Context: an optimization exercise on an open-source flow, tuned for small area and a short achievable clock period. The choices shown serve that exercise and are no tape-out recipe.
The RTL was checked by simulation tests, not by an equivalence proof against the original design.

## flow/run.sh

```bash
#!/bin/bash
# synth_recipe.tcl (not shown) runs the flow's synth.tcl, then flattens the netlist and writes it again
# the make line also repeats each setting of config.mk as NAME=value (left out here)
make -C /OpenROAD-flow-scripts/flow DESIGN_CONFIG=/design/flow/config.mk WORK_HOME=/design/flow/orfs CLKGATE_MAP_FILE= SYNTH_SCRIPT=/design/flow/synth_recipe.tcl finish
```

## flow/config.mk

```make
export PLATFORM = sky130hd
export DESIGN_NAME = float_alu
export DESIGN_NICKNAME = float_alu
export VERILOG_FILES = /design/flow/design.v
export SDC_FILE = /design/flow/constraint.sdc
export NUM_CORES = 4
export LEC_CHECK = 0
export CAP_MARGIN = 20
export CORE_MARGIN = 2
export CORE_UTILIZATION = 40
export SLEW_MARGIN = 20
export SYNTH_HIERARCHICAL = 1
```

## flow/constraint.sdc

```tcl
create_clock -name core_clock -period 300.0 [get_ports {clk}]
set_input_delay 60.0000 -clock core_clock [delete_from_list [all_inputs] [get_ports {clk}]]
set_output_delay 60.0000 -clock core_clock [all_outputs]
set_load 0.01 [all_outputs]
```

## flow/design.v

```verilog
module float_alu(op,a,b,clk,out);
input [31:0] a,b;
input [2:0] op;
input clk;
output reg [31:0] out;
localparam CUT = 12;    
function [45:0] xpos;
  input [31:0] x;
  reg [7:0] e8, k; reg [22:0] m;
  begin
    m = x[22:0]; e8 = x[30:23] - 8'd127;
    if (e8 == 8'd0) xpos = 46'd1 << 23;
    else if (e8[7]) begin
      k = -e8;
      xpos = (k >= 8'd23) ? 46'd0 : {23'd0, m & ~((23'd1 << k) - 23'd1)};
    end
    else if (e8 <= 8'd23) xpos = {22'd0, 1'b1, m} << e8[4:0];
    else xpos = 46'd0;
  end
endfunction
function [5:0] ctz23;
  input [22:0] f; integer i;
  begin ctz23 = 6'd23; for (i = 22; i >= 0; i = i - 1) if (f[i]) ctz23 = i; end
endfunction
function [5:0] clz46;
  input [45:0] x; integer i;
  begin clz46 = 6'd46; for (i = 0; i <= 45; i = i + 1) if (x[i]) clz46 = 45 - i; end
endfunction
function [45:0] rev46;
  input [45:0] x; integer i;
  begin for (i = 0; i < 46; i = i + 1) rev46[i] = x[45-i]; end
endfunction
reg [31:0] ar, br; reg [2:0] opr;
always @(posedge clk) begin ar <= a; br <= b; opr <= op; end
wire [45:0] xpa = xpos(ar), xpb = xpos(br);
wire [45:0] Xa = ar[31] ? {-xpa[45:23], -xpa[22:0]} : xpa;
wire [45:0] Xb = br[31] ? {-xpb[45:23], -xpb[22:0]} : xpb;
wire [5:0] ja = ctz23(xpa[22:0]), jb = ctz23(xpb[22:0]);
wire [5:0] La = clz46(Xa), Lb = clz46(Xb);
wire is_mul = (opr == 3'd2), is_div = (opr == 3'd3);
wire [22:0] Ib = Xb[45:23];
wire [5:0] Ibs = (|Ib[22:6]) ? 6'd63 : Ib[5:0];
reg [5:0] sha; reg ra;
always @(*) begin
  ra = 1'b0; sha = 6'd0;
  case (opr)
    3'd2: begin ra = 1'b1; sha = ja; end
    3'd3: begin ra = 1'b0; sha = La; end
    3'd6: begin ra = 1'b1; sha = Ibs; end
    3'd7: begin ra = 1'b0; sha = Ibs; end
    default: ;
  endcase
end
wire [45:0] xa_in = ra ? rev46(Xa) : Xa;
wire [45:0] xa_sh = xa_in << sha;
wire [45:0] Xa_s = ra ? rev46(xa_sh) : xa_sh;
wire [5:0] shb = is_mul ? (6'd23 - ja) : Lb;
wire [45:0] xb_in = is_mul ? rev46(Xb) : Xb;
wire [45:0] xb_sh = xb_in << shb;
wire [45:0] V = is_mul ? rev46(xb_sh) : {1'b0, xb_sh[45:1]};
wire [45:0] add1 = (opr == 3'd5) ? 46'd0 : Xa_s;
wire [45:0] add2 = (opr == 3'd0) ? Xb : (opr == 3'd1) ? ~Xb : (opr == 3'd5) ? ~Xa : 46'd0;
wire addc = (opr == 3'd1) || (opr == 3'd5);
wire [45:0] SR = add1 + add2 + addc;
wire [44:0] An = Xa_s[45:1];                    
wire [46:0] Ab = {2'b00, Xa_s[44:0]};           
wire [45:0] S [0:23];
wire [45:0] C [0:23];
wire [2:0] pd [0:22];    
reg [45:0] S_r, C_r; reg [45:0] V_r; reg [23:0] Ab_r;
reg [4*CUT-1:0] dg_r;
reg div_r, mul_r, mval_r, dz_r; reg [2:0] op_r2; reg [45:0] SR_r;
reg [6:0] dsh_r; reg [5:0] s_r;
genvar gi;
generate
  for (gi = 22; gi >= 0; gi = gi - 1) begin : rows
    wire [45:0] sin, cin_;
    wire [45:0] vv;
    wire dv;
    wire [2:0] bb;   
    if (gi == 22) begin
      assign sin = is_div ? {3'b000, An[44:2]} : 46'd0;   
      assign cin_ = 46'd0;
    end else if (gi == 22 - CUT) begin
      assign sin = S_r; assign cin_ = C_r;
    end else begin
      assign sin = S[gi+1]; assign cin_ = C[gi+1];
    end
    if (gi > 22 - CUT) begin
      assign vv = V; assign dv = is_div;
      assign bb = {Xa_s[2*gi+1], Xa_s[2*gi], (gi == 0) ? 1'b0 : Xa_s[2*gi-1]};
    end else begin
      assign vv = V_r; assign dv = div_r;
      assign bb = {Ab_r[2*gi+1], Ab_r[2*gi], (gi == 0) ? 1'b0 : Ab_r[2*gi-1]};
    end
    wire [1:0] nn = (gi == 22) ? (is_div ? An[1:0] : 2'b00) : 2'b00;
    wire [6:0] est = sin[45:39] + cin_[45:39];
    wire [2:0] d3 = vv[43:41];
    reg signed [6:0] m2, m1, m0, mm1;
    always @(*) begin
      case (d3)
        3'd0: begin m2 = 12; m1 = 4; m0 = -4; mm1 = -13; end
        3'd1: begin m2 = 14; m1 = 4; m0 = -6; mm1 = -15; end
        3'd2: begin m2 = 15; m1 = 4; m0 = -6; mm1 = -16; end
        3'd3: begin m2 = 16; m1 = 4; m0 = -6; mm1 = -18; end
        3'd4: begin m2 = 18; m1 = 6; m0 = -6; mm1 = -20; end
        3'd5: begin m2 = 20; m1 = 6; m0 = -8; mm1 = -20; end
        3'd6: begin m2 = 20; m1 = 8; m0 = -8; mm1 = -22; end
        default: begin m2 = 24; m1 = 8; m0 = -8; mm1 = -24; end
      endcase
    end
    wire signed [6:0] se = est;
    reg [2:0] qd;    
    always @(*) begin
      if (se >= m2) qd = 3'b010;
      else if (se >= m1) qd = 3'b001;
      else if (se >= m0) qd = 3'b000;
      else if (se >= mm1) qd = 3'b101;
      else qd = 3'b110;
    end
    reg [2:0] bd;
    always @(*) begin
      case (bb)
        3'b000, 3'b111: bd = 3'b000;
        3'b001, 3'b010: bd = 3'b101;
        3'b011: bd = 3'b110;
        3'b100: bd = 3'b010;
        default: bd = 3'b001;
      endcase
    end
    wire [2:0] e = dv ? qd : bd;
    wire inv = ~e[2] & (e[1] | e[0]);
    wire [45:0] mg = e[1] ? {vv[44:0], 1'b0} : (e[0] ? vv : 46'd0);
    wire [45:0] o = mg ^ {46{inv}};
    wire [45:0] ys = {sin[43:0], nn};
    wire [45:0] yc = {cin_[43:0], 1'b0, inv};
    wire [45:0] so, cy;
    if (gi == 22) begin
      assign so = ys ^ yc ^ o;
      assign cy = (ys & yc) | (ys & o) | (yc & o);
    end else begin
      assign so[1:0] = {o[1], yc[0] ^ o[0]};
      assign cy[1:0] = {1'b0, yc[0] & o[0]};
      csa #(.W(43)) u (.a(ys[44:2]), .b(yc[44:2]), .c(o[44:2]), .s(so[44:2]), .cy(cy[44:2]));
      assign so[45] = ys[45] ^ yc[45] ^ o[45];
      assign cy[45] = 1'b0;
    end
    assign S[gi] = so;
    assign C[gi] = {cy[44:0], 1'b0};
    assign pd[gi] = e;
  end
endgenerate
wire [6:0] dsh = {1'b0, La} - {1'b0, Lb} + 7'd45;
wire [5:0] sdiv = 6'd23 + ja - jb;
wire [6:0] jsum = {1'b0, ja} + {1'b0, jb};
integer k;
always @(posedge clk) begin
  S_r <= S[23-CUT]; C_r <= C[23-CUT]; V_r <= V; Ab_r <= Xa_s[23:0];
  for (k = 0; k < CUT; k = k + 1) begin
    dg_r[4*k +: 4] <= {pd[22-k][2], pd[22-k][1:0]};
  end
  div_r <= is_div; mul_r <= is_mul; op_r2 <= opr;
  mval_r <= (jsum >= 7'd23);
  dz_r <= (Xa == 46'd0) || (Xb == 46'd0);
  SR_r <= SR; dsh_r <= dsh; s_r <= sdiv;
end
wire [45:0] T = S[0] + C[0];
wire rneg = T[45];
reg [45:0] Pq, Mq;
integer j;
always @(*) begin
  Pq = 0; Mq = 0;
  for (j = 0; j < 23; j = j + 1) begin
    if (j > 22 - CUT) begin
      if (dg_r[4*(22-j)+2]) Mq[2*j +: 2] = dg_r[4*(22-j) +: 2];
      else Pq[2*j +: 2] = dg_r[4*(22-j) +: 2];
    end else begin
      if (pd[j][2]) Mq[2*j +: 2] = pd[j][1:0];
      else Pq[2*j +: 2] = pd[j][1:0];
    end
  end
end
wire [45:0] qv = Pq - Mq - rneg;
wire [68:0] qx = {qv[44:0], 24'd0};
wire [68:0] qs = qx >> dsh_r;
wire [45:0] dmask = ~((46'd1 << s_r) - 46'd1);
wire [45:0] divres = dz_r ? 46'd0 : (qs[45:0] & dmask);
wire [45:0] mulres = mval_r ? T[45:0] : 46'd0;
wire [45:0] R = mul_r ? mulres : div_r ? divres : SR_r;
wire nf = (op_r2 == 3'd0) ? (R == 46'h200000000000) : R[45];
wire [45:0] X = R[45] ? -R : R;
reg [4:0] jo; integer i;
always @(*) begin
  jo = 0;
  for (i = 1; i <= 22; i = i + 1) if (X[23+i]) jo = i;
end
wire [45:0] Xsh = X >> jo;
always @(posedge clk) begin
  if (X == 0) out <= 32'd0;
  else if (X[45:23] != 0) out <= {nf, 8'd127 + {3'd0, jo}, Xsh[22:0]};
  else out <= {nf, 8'd148, X[21:0], 1'b0};
end
endmodule
module csa #(parameter W = 8) (input [W-1:0] a, input [W-1:0] b, input [W-1:0] c,
                               output [W-1:0] s, output [W-1:0] cy);
  assign s = a ^ b ^ c;
  assign cy = (a & b) | (a & c) | (b & c);
endmodule
```

==> impl_table.tex, run 1 <==
\begin{tabular}{lr}
\hline
Metric & Value \\
\hline
\multicolumn{2}{l}{\textbf{Layout}} \\
\quad Layout-stage area growth over the synthesis result & 4.23\% \\
\quad Storage element area & 7170 um2 \\
\quad Area used by multi-input combinational logic & 97,200 um2 \\
\quad Count of nets after finishing & 15.7k \\
\quad Fillers & 28.5k \\
\quad Share of cells above drive strength 1 & 7.05\% \\
\multicolumn{2}{l}{\textbf{Routing}} \\
\quad Number of remaining DRC errors & 0 \\
\quad WL/cell & 28.6 um \\
\quad DRC violation total after the first TritonRoute iteration & 18.1k \\
\quad Vias after detailed routing & 118k \\
\quad Drt first pass iters & 10 \\
\quad Number of vias per cell after detailed routing & 6.67 \\
\quad Remaining antenna violation count & 0 \\
\quad DRT Wirelength & 506,000 um \\
\multicolumn{2}{l}{\textbf{Floorplanning}} \\
\quad Die Footprint & 283,000 um2 \\
\quad Number of top-level pins & 100 \\
\quad Area of the core & 277,000 um2 \\
\quad Placement Rows & 193 \\
\quad Width of the chip & 532 um \\
\quad Die Y-Extent & 532 um \\
\quad Starting density of the core & 40.3\% \\
\multicolumn{2}{l}{\textbf{STA}} \\
\quad Worst rel slew slack & 15.8\% \\
\quad Min Tclk post-route & 68.13 ns \\
\quad Post-layout worst setup margin & 231.87 ns \\
\quad Summed negative setup slack over all endpoints & 0 ns \\
\quad Actual slew at the worst max-slew pin & 1.26 ns \\
\quad Worst setup skew after layout & 0.121 ns \\
\quad Timing-limited maximum frequency & 14.7 MHz \\
\quad Hold violation count in the final report & 0 \\
\quad Number of slew-limit violations in the final report & 0 \\
\quad Final Setup Violations & 0 \\
\quad Fin crit share & 22.7\% \\
\quad Setup repair after global routing missed its margin & false \\
\multicolumn{2}{l}{\textbf{Worst setup path}} \\
\quad Crit path buf inv count & 29 \\
\quad Launching instance or port of the critical path & V\_r[43] \\
\quad Worst Setup End Kind & flip-flop \\
\quad Worst EP arrival & 68.71 ns \\
\quad Launch instance of the worst register-to-register path & V\_r[43] \\
\quad Max Fanout on Critical Path & 92 \\
\quad Worst path depth & 253 \\
\quad Worst reg2reg path endpoint & out[12] \\
\quad Crit-path slowest cell & sky130\_fd\_sc\_hd\_\_a221oi\_1 \\
\quad Critical path's top delay family & compound AO/OA/AOI/OAI gates \\
\quad Crit Path Class & reg -> reg \\
\quad Reg-to-reg slack, setup & 231.87 ns \\
\quad Depth of the most critical reg-to-reg path & 253 \\
\quad Longest individual stage delay on the worst path & 0.93 ns \\
\quad Dominant cell type by count on the critical path & sky130\_fd\_sc\_hd\_\_a21oi\_1 \\
\quad Startpoint types & flip-flop \\
\quad Worst path required time & 300.58 ns \\
\multicolumn{2}{l}{\textbf{Synthesis}} \\
\quad Ys async rst share & 0\% \\
\quad Fraction of synthesized area in multiplexers & 5.67\% \\
\quad Seq cells post-synth & 357 \\
\quad Fraction of the mapped netlist area in simple logic gates & 17.3\% \\
\quad Proportion of synthesized chip area in sequential cells & 6.41\% \\
\quad Top cell type by total area after synthesis & sky130\_fd\_sc\_hd\_\_fa\_1 \\
\quad Share of synthesized cell area in full adder, half adder and majority cells & 25.4\% \\
\quad Number of synthesized flops with an enable pin & 0 \\
\quad Post-synthesis area per instance & 7.59 um2 \\
\quad Number of distinct library cell variants in the gate-level netlist after synthesis & 149 \\
\quad Compound-gate portion of the synthesized area & 30.2\% \\
\quad Gate Count Post-Synth & 14.7k \\
\quad Prevailing post-synth register cell & sky130\_fd\_sc\_hd\_\_dfxtp\_1 \\
\quad Share of the synthesized area in the top cell type & 17.5\% \\
\quad Synth Cell Area & 112,000 um2 \\
\quad Main combinational cell family by area after synthesis & compound AO/OA/AOI/OAI gates \\
\quad Post-Synth XOR/XNOR Area & 7.76\% \\
\quad Number of warnings issued by yosys & 7 \\
\quad Cell types with the largest area share after synthesis & sky130\_fd\_sc\_hd\_\_fa\_1, sky130\_fd\_sc\_hd\_\_ha\_1, sky130\_fd\_sc\_hd\_\_dfxtp\_1, sky130\_fd\_sc\_hd\_\_a21oi\_1, sky130\_fd\_sc\_hd\_\_nor2\_1 \\
\multicolumn{2}{l}{\textbf{Global routing}} \\
\quad Via count of the first global-routing pass & 108k \\
\quad Largest net degree at the start of global routing & 97 \\
\quad Total grt overflow & 0 \\
\quad Initial antenna violation count & 28 \\
\quad Global-route wire length before repair & 740,000 um \\
\quad Total routing usage reported by global routing & 34.0\% \\
\multicolumn{2}{l}{\textbf{Clocking}} \\
\quad Root buffer cell & sky130\_fd\_sc\_hd\_\_clkbuf\_16 \\
\quad Number of buffers added for setup after CTS & 0 \\
\quad Count of cells resized by post-cts repair & 0 \\
\quad Total CTS buffers & 46 \\
\quad Clock transition at path regs & 0.07 ns \\
\quad H-tree level count & 2 \\
\quad Number of hold-repair buffers added at the cts stage & 0 \\
\quad Largest buffer count on any clock path & 3 \\
\quad Clock sink total & 357 \\
\quad TritonCTS clock tree & done \\
\quad Worst skew pair latency & 0.75 ns \\
\multicolumn{2}{l}{\textbf{Placement}} \\
\quad Detailed-placement wirelength estimate & 391,000 um \\
\quad Routability-driven placement congestion ratio & 1.08 \\
\quad Worst slack at placement & 232.82 ns \\
\quad I/O Buffers & 99 \\
\multicolumn{2}{l}{\textbf{Flow run}} \\
\quad Number of maximum-capacitance constraint violations & 0 \\
\multicolumn{2}{l}{\textbf{Run status}} \\
\quad Result of the run & finished clean \\
\multicolumn{2}{l}{\textbf{Hold path}} \\
\quad Hold crit path type & reg -> reg \\
\quad HP Start & op\_r2[2] \\
\quad Endpoint of the worst hold path & out[31] \\
\quad Hold path depth & 2 \\
\hline
\end{tabular}
how the worst max path moves through the flow:
stage	slack, ns	end
floorplan	239.67	out[0]
global placement	232.87	out[4]
detailed placement	232.82	out[20]
CTS	232.48	out[12]
global route	226.81	out[11]
finish	231.87	out[12]
layout make-up:
class | count | area share (%)
inverters | 448 | 1.47
well taps | 3705 | 3.99
multi-input cells | 12600 | 83.6
flip-flops and latches | 357 | 6.16
repair buffers | 497 | 3.42
diodes | 11 | 0.0237
clock inverters | 30 | 0.336
clock buffers | 53 | 1.03
kinds of logic after synthesis:
logic type,count (synthesis)
AO/OA/AOI/OAI,5078
XOR/XNOR,980
adder cells (fa/ha/maj),1680
buffers and inverters,1813
flip-flops,357
multiplexers,559
other,1
AND/OR/NAND/NOR,4224
state kept, by name, indices dropped and copies added (netlist names), 22 cells and up:
| register | count |
|---|---|
| dg_r | 34 |
| Ab_r | 22 |
| C_r | 44 |
| V_r | 46 |
| ar | 32 |
| out | 32 |
| SR_r | 46 |
| S_r | 46 |
| br | 32 |
synthesized netlist by cell type (289+ instances only):
cell,instances
sky130_fd_sc_hd__clkbuf_1,885
sky130_fd_sc_hd__o22ai_1,772
sky130_fd_sc_hd__inv_1,385
sky130_fd_sc_hd__ha_1,705
sky130_fd_sc_hd__a22oi_1,289
sky130_fd_sc_hd__a21oi_1,1187
sky130_fd_sc_hd__xnor2_1,569
sky130_fd_sc_hd__nand2_1,1347
sky130_fd_sc_hd__xor2_1,402
sky130_fd_sc_hd__dfxtp_1,357
sky130_fd_sc_hd__mux2i_1,391
sky130_fd_sc_hd__fa_1,974
sky130_fd_sc_hd__o21ai_0,663
sky130_fd_sc_hd__nor2_1,1442
worst reg2reg max path, delay by kind of cell, from the launching register on:
kind                     cells  cell delay [ns]
AO/OA/AOI/OAI               99            22.09
buffers and inverters       29             9.97
AND/OR/NAND/NOR             61            11.74
flip-flops                   1             0.44
XOR/XNOR                    13             4.88
multiplexers                10             2.60
adder cells (fa/ha/maj)     41            16.25
metal layers:
| metal | track usage [%] | part of all wire (%) | vias to the layer above |
|---|---|---|---|
| li1 | - | - | 52100 |
| met1 | 46.3 | 41 | 56800 |
| met2 | 49.5 | 41 | 7595 |
| met3 | 9.71 | 12 | 1388 |
| met4 | 15.1 | 5.3 | 24 |
| met5 | 0 | 0.037 | - |
layout by cell type (no fill, tap or decap), drive strengths merged, types with 45 or more instances in the layout:
master,instances
a211o,47
nand4,101
a22oi,291
nand2b,140
a221oi,165
buf,398
dfxtp,357
or3,76
mux2,120
xnor2,576
and2,127
o22a,61
mux2i,394
nand2,1348
o31ai,74
a21oi,1192
nor2b,93
o21bai,104
o22ai,773
or2,77
a211oi,258
inv,427
nor2,1448
clkbuf,53
nor4,51
a31oi,270
a21o,265
and3,88
mux4,45
o211ai,132
clkdlybuf4s50,99
ha,705
nand3,226
xor2,404
nor3,275
o21a,118
fa,974
o21ai,741
through the flow:
step / instances / hold WS, ns / cell area, um2 / utilization (%)
finish: 17700 / 0.708 / 116000 / 42.0
global route: 17700 / 0.739 / 116000 / 42.0
CTS: 17700 / 0.719 / 116000 / 42.0
detailed placement: 17600 / 0.695 / 115000 / 41.4
global placement: 17600 / 0.680 / 115000 / 41.4
floorplan: 14700 / 0.329 / 112000 / -
==> run 2: changes to the inputs <==
--- a/flow/design.v
+++ b/flow/design.v
@@ -3,18 +3,19 @@
 input [2:0] op;
 input clk;
 output reg [31:0] out;
-localparam CUT = 12;    
+localparam CUT = 13;    
 function [45:0] xpos;
   input [31:0] x;
-  reg [7:0] e8, k; reg [22:0] m;
+  reg [7:0] E; reg [22:0] m, keep; reg [4:0] k;
+  integer i;
   begin
-    m = x[22:0]; e8 = x[30:23] - 8'd127;
-    if (e8 == 8'd0) xpos = 46'd1 << 23;
-    else if (e8[7]) begin
-      k = -e8;
-      xpos = (k >= 8'd23) ? 46'd0 : {23'd0, m & ~((23'd1 << k) - 23'd1)};
-    end
-    else if (e8 <= 8'd23) xpos = {22'd0, 1'b1, m} << e8[4:0];
+    m = x[22:0]; E = x[30:23]; k = ~E[4:0];
+    for (i = 0; i < 23; i = i + 1) keep[i] = (i >= k);
+    if (E[7:5] == 3'b100 && E[4:0] <= 5'd22)       
+      xpos = {21'd0, 1'b1, m, 1'b0} << E[4:0];
+    else if (E == 8'd127) xpos = 46'd1 << 23;
+    else if (E[7:5] == 3'b011 && E[4:0] >= 5'd9)   
+      xpos = {23'd0, m & keep};
     else xpos = 46'd0;
   end
 endfunction
@@ -36,7 +37,7 @@
 wire [45:0] Xa = ar[31] ? {-xpa[45:23], -xpa[22:0]} : xpa;
 wire [45:0] Xb = br[31] ? {-xpb[45:23], -xpb[22:0]} : xpb;
 wire [5:0] ja = ctz23(xpa[22:0]), jb = ctz23(xpb[22:0]);
-wire [5:0] La = clz46(Xa), Lb = clz46(Xb);
+wire [5:0] Lb = clz46(Xb);
 wire is_mul = (opr == 3'd2), is_div = (opr == 3'd3);
 wire [22:0] Ib = Xb[45:23];
 wire [5:0] Ibs = (|Ib[22:6]) ? 6'd63 : Ib[5:0];
@@ -45,7 +46,6 @@
   ra = 1'b0; sha = 6'd0;
   case (opr)
     3'd2: begin ra = 1'b1; sha = ja; end
-    3'd3: begin ra = 1'b0; sha = La; end
     3'd6: begin ra = 1'b1; sha = Ibs; end
     3'd7: begin ra = 1'b0; sha = Ibs; end
     default: ;
@@ -62,7 +62,7 @@
 wire [45:0] add2 = (opr == 3'd0) ? Xb : (opr == 3'd1) ? ~Xb : (opr == 3'd5) ? ~Xa : 46'd0;
 wire addc = (opr == 3'd1) || (opr == 3'd5);
 wire [45:0] SR = add1 + add2 + addc;
-wire [44:0] An = Xa_s[45:1];                    
+wire [44:0] An = Xa[45:1];                      
 wire [46:0] Ab = {2'b00, Xa_s[44:0]};           
 wire [45:0] S [0:23];
 wire [45:0] C [0:23];
@@ -150,7 +150,7 @@
     assign pd[gi] = e;
   end
 endgenerate
-wire [6:0] dsh = {1'b0, La} - {1'b0, Lb} + 7'd45;
+wire [6:0] dsh = 7'd45 - {1'b0, Lb};
 wire [5:0] sdiv = 6'd23 + ja - jb;
 wire [6:0] jsum = {1'b0, ja} + {1'b0, jb};
 integer k;
@@ -182,7 +182,7 @@
 end
 wire [45:0] qv = Pq - Mq - rneg;
 wire [68:0] qx = {qv[44:0], 24'd0};
-wire [68:0] qs = qx >> dsh_r;
+wire [68:0] qs = qx >> dsh_r[5:0];
 wire [45:0] dmask = ~((46'd1 << s_r) - 46'd1);
 wire [45:0] divres = dz_r ? 46'd0 : (qs[45:0] & dmask);
 wire [45:0] mulres = mval_r ? T[45:0] : 46'd0;
==> run 2 against run 1 <==
  * Core utilization is 0.76 points higher
  * Die area is 7.4% lower
  * Synthesized cell count is 10% lower
  * Non-clock buffer count is 17 higher
  * Largest cell class unchanged
  * Clock skew is 0.094 ns lower
==> impl_table.tex, run 2 <==
\begin{tabular}{lr}
\hline
Metric & Value \\
\hline
\multicolumn{2}{l}{\textbf{Global routing}} \\
\quad Layer with the highest usage & met2 \\
\quad Global-route wire length before repair & 685,000 um (-7.4\%) \\
\quad Met1 Use GR & 45.5\% (-0.82 points) \\
\quad Total grt overflow & 0 (unchanged) \\
\quad Global-route met3 utilization & 7.58\% (-2.1 points) \\
\quad Largest net degree at the start of global routing & 91 (-6.2\%) \\
\quad Total routing usage reported by global routing & 34.2\% (+0.17 points) \\
\quad Global routing usage on met2 & 51.2\% (+1.7 points) \\
\quad Via count of the first global-routing pass & 99.2k (-8.0\%) \\
\quad Initial antenna violation count & 19 (-32\%) \\
\multicolumn{2}{l}{\textbf{STA}} \\
\quad Setup repair after global routing missed its margin & false \\
\quad Hold violation count in the final report & 0 (unchanged) \\
\quad Worst rel slew slack & 13.0\% (-2.9 points) \\
\quad Worst setup skew after layout & 0.0277 ns (-0.0935 ns) \\
\quad Summed negative setup slack over all endpoints & 0 ns (unchanged) \\
\quad Min Tclk post-route & 67.43 ns (-0.703 ns) \\
\quad Smallest hold slack & 0.508 ns (-0.200 ns) \\
\quad Number of slew-limit violations in the final report & 0 (unchanged) \\
\quad Fin crit share & 22.5\% (-0.23 points) \\
\quad Actual slew at the worst max-slew pin & 1.30 ns (+0.0339 ns) \\
\quad Final Setup Violations & 0 (unchanged) \\
\quad Timing-limited maximum frequency & 14.8 MHz (+1.0\%) \\
\multicolumn{2}{l}{\textbf{Clocking}} \\
\quad H-tree level count & 2 (unchanged) \\
\quad Clock sink total & 357 (unchanged) \\
\quad TritonCTS clock tree & done \\
\quad Root buffer cell & sky130\_fd\_sc\_hd\_\_clkbuf\_16 \\
\quad Count of cells resized by post-cts repair & 0 (unchanged) \\
\quad Total CTS buffers & 47 (+2.2\%) \\
\quad Number of hold-repair buffers added at the cts stage & 0 (unchanged) \\
\quad Number of buffers added for setup after CTS & 0 (unchanged) \\
\quad Worst skew pair latency & 0.72 ns (-0.03 ns) \\
\quad Largest buffer count on any clock path & 3 (unchanged) \\
\quad Clock transition at path regs & 0.06 ns (about the same) \\
\multicolumn{2}{l}{\textbf{Worst setup path}} \\
\quad Max Fanout on Critical Path & 67 (-27\%) \\
\quad Worst reg2reg path endpoint & S\_r[42] \\
\quad Crit-path slowest cell & sky130\_fd\_sc\_hd\_\_a222oi\_1 \\
\quad Startpoint types & flip-flop \\
\quad Depth of the most critical reg-to-reg path & 225 (-11\%) \\
\quad Longest individual stage delay on the worst path & 0.99 ns (+0.06 ns) \\
\quad Launching instance or port of the critical path & br[24] \\
\quad Worst Setup End Kind & flip-flop \\
\quad Worst path depth & 225 (-11\%) \\
\quad Reg-to-reg slack, setup & 232.58 ns (+0.70 ns) \\
\quad Worst path required time & 300.57 ns (about the same) \\
\quad CP Capture Point & S\_r[42] \\
\quad Worst EP arrival & 67.99 ns (-0.72 ns) \\
\quad Launch instance of the worst register-to-register path & br[24] \\
\quad Crit Path Class & reg -> reg \\
\quad Critical path's top delay family & compound AO/OA/AOI/OAI gates \\
\quad Crit path buf inv count & 27 (-6.9\%) \\
\multicolumn{2}{l}{\textbf{Synthesis}} \\
\quad Post-synthesis area per instance & 7.84 um2 (+3.2\%) \\
\quad Proportion of synthesized chip area in sequential cells & 6.92\% (+0.52 points) \\
\quad Ys async rst share & 0\% (unchanged) \\
\quad Share of the synthesized area in the top cell type & 18.8\% (+1.4 points) \\
\quad Seq cells post-synth & 357 (unchanged) \\
\quad Cell types with the largest area share after synthesis & sky130\_fd\_sc\_hd\_\_fa\_1, sky130\_fd\_sc\_hd\_\_ha\_1, sky130\_fd\_sc\_hd\_\_dfxtp\_1, sky130\_fd\_sc\_hd\_\_xnor2\_1, sky130\_fd\_sc\_hd\_\_a21oi\_1 \\
\quad Most common cell in the synthesized netlist & sky130\_fd\_sc\_hd\_\_nor2\_1 \\
\quad Leading post-synthesis cells by instance count & sky130\_fd\_sc\_hd\_\_nor2\_1, sky130\_fd\_sc\_hd\_\_a21oi\_1, sky130\_fd\_sc\_hd\_\_fa\_1 \\
\quad Prevailing post-synth register cell & sky130\_fd\_sc\_hd\_\_dfxtp\_1 \\
\quad Number of distinct library cell variants in the gate-level netlist after synthesis & 120 (-19\%) \\
\quad Number of warnings issued by yosys & 7 (unchanged) \\
\quad Synth Cell Area & 103,000 um2 (-7.5\%) \\
\quad Number of synthesized flops with an enable pin & 0 (unchanged) \\
\quad Top cell type by total area after synthesis & sky130\_fd\_sc\_hd\_\_fa\_1 \\
\quad Gate Count Post-Synth & 13.2k (-10\%) \\
\multicolumn{2}{l}{\textbf{Floorplanning}} \\
\quad Placement Rows & 186 (-3.6\%) \\
\quad Area of the core & 257,000 um2 (-7.3\%) \\
\quad Die Y-Extent & 512 um (-3.8\%) \\
\quad Number of top-level pins & 100 (unchanged) \\
\quad Die Footprint & 262,000 um2 (-7.4\%) \\
\quad Starting density of the core & 40.2\% (-0.055 points) \\
\quad Width of the chip & 512 um (-3.8\%) \\
\multicolumn{2}{l}{\textbf{Layout}} \\
\quad Leading cell type in the layout, fill and taps excluded & sky130\_fd\_sc\_hd\_\_nor2\_1 \\
\quad Count of nets after finishing & 14.3k (-8.5\%) \\
\quad Cell area after layout & 110,000 um2 (-5.6\%) \\
\quad Share of cells above drive strength 1 & 7.54\% (+0.49 points) \\
\quad Highest-count cells in the layout ignoring fill and taps & sky130\_fd\_sc\_hd\_\_nor2\_1, sky130\_fd\_sc\_hd\_\_a21oi\_1, sky130\_fd\_sc\_hd\_\_fa\_1 \\
\quad Layout-stage area growth over the synthesis result & 6.27\% \\
\quad Largest registers & SR\_r (46), S\_r (46), V\_r (46) \\
\quad Fillers & 26.3k (-7.8\%) \\
\quad Post-layout utilization of the core & 42.8\% (+0.76 points) \\
\quad Final Non-Filler Cells & 16.0k (-9.2\%) \\
\multicolumn{2}{l}{\textbf{Routing}} \\
\quad WL/cell & 29.0 um (+1.5\%) \\
\quad Number of remaining DRC errors & 0 (unchanged) \\
\quad Number of vias per cell after detailed routing & 6.62 (-0.73\%) \\
\quad DRT Wirelength & 466,000 um (-7.9\%) \\
\quad Drt first pass iters & 9 (-1) \\
\quad Remaining antenna violation count & 0 (unchanged) \\
\quad Vias after detailed routing & 106k (-9.9\%) \\
\quad DRC violation total after the first TritonRoute iteration & 14.9k (-17\%) \\
\multicolumn{2}{l}{\textbf{Placement}} \\
\quad I/O Buffers & 99 (unchanged) \\
\quad Detailed-placement wirelength estimate & 362,000 um (-7.5\%) \\
\quad DP Area & 108,000 um2 (-5.9\%) \\
\quad Placed Cells & 15.9k (-9.3\%) \\
\quad Routability-driven placement congestion ratio & 1.06 (-1.9\%) \\
\multicolumn{2}{l}{\textbf{Hold path}} \\
\quad Hold crit path type & reg -> reg \\
\multicolumn{2}{l}{\textbf{Flow run}} \\
\quad Number of maximum-capacitance constraint violations & 0 (unchanged) \\
\multicolumn{2}{l}{\textbf{Run status}} \\
\quad Result of the run & finished clean \\
\hline
\end{tabular}
-- run 2: routing by layer --
layer	part of all wire [%]	routed length (um)	up-vias
met3	11	49800	1158
met4	6.4	29800	4
met2	43	198000	6124
met1	40	188000	51700
met5	0.0049	23	-
li1	-	-	47200
-- run 2: logic make-up after synthesis --
group	after synthesis	synth area share [%]
AO/OA/AOI/OAI	4642	30.0
XOR/XNOR	1129	9.63
adder cells (fa/ha/maj)	1660	27.2
buffers and inverters	1557	5.79
flip-flops	357	6.92
multiplexers	449	4.96
other	2	0.00727
AND/OR/NAND/NOR	3382	15.5
-- run 2: layout make-up --
type | count | area, um2 | area share (%)
diodes | 13 | 32.5 | 0.0296
clock buffers | 56 | 1270 | 1.16
flip-flops and latches | 357 | 7170 | 6.54
inverters | 372 | 1400 | 1.27
repair buffers | 514 | 4130 | 3.76
clock inverters | 31 | 452 | 0.412
multi-input cells | 11300 | 91000 | 83.0
well taps | 3384 | 4230 | 3.86
-- run 2: metrics by stage --
step / setup WS, ns
global placement: 233.65
detailed placement: 233.10
CTS: 233.00
global route: 228.60
finish: 232.58
floorplan: 239.67
-- run 2: worst min-delay path by stage --
stage	slack (ns)	cells after the start	startpoint	to
2_1_floorplan	0.33	0	opr[1]	op_r2[1]
3_3_place_gp	0.50	0	opr[0]	op_r2[0]
3_5_place_dp	0.49	0	opr[0]	op_r2[0]
4_1_cts	0.50	0	opr[0]	op_r2[0]
5_1_grt	0.50	0	opr[0]	op_r2[0]
6_report	0.51	0	opr[0]	op_r2[0]

==> separate check: timing with driven ports <==
The flow's constraints put no driver on any port. The routed layouts listed below were extracted and timed again, unchanged, in two steps.
Step 1 (the two cells are an assumption about what drives the block):
set clk [get_ports {clk}]
set_driving_cell -lib_cell sky130_fd_sc_hd__clkbuf_16 $clk
set_driving_cell -lib_cell sky130_fd_sc_hd__buf_2 [delete_from_list [all_inputs] $clk]
Step 2 times the ports against the registers' clock, not the clock port: input delays grow and output delays shrink by t, the midpoint of the rising clock arrivals with the driver on.
Slacks: ideal / step 1 / step 2; pairs: ideal / step 1.
run | shift t [ns] | slack for setup (ns) | worst setup path at the end | slew at the worst register clock pin (ns) | pins driven straight from the clock port
run 1 | 0.803 | 231.872 / 231.872 / 231.872 | register to register | 0.09 / 0.09 | 1
run 2 | 0.790 | 232.575 / 232.575 / 232.575 | register to register | 0.08 / 0.08 | 1
After both steps setup and hold are still met in every run listed.
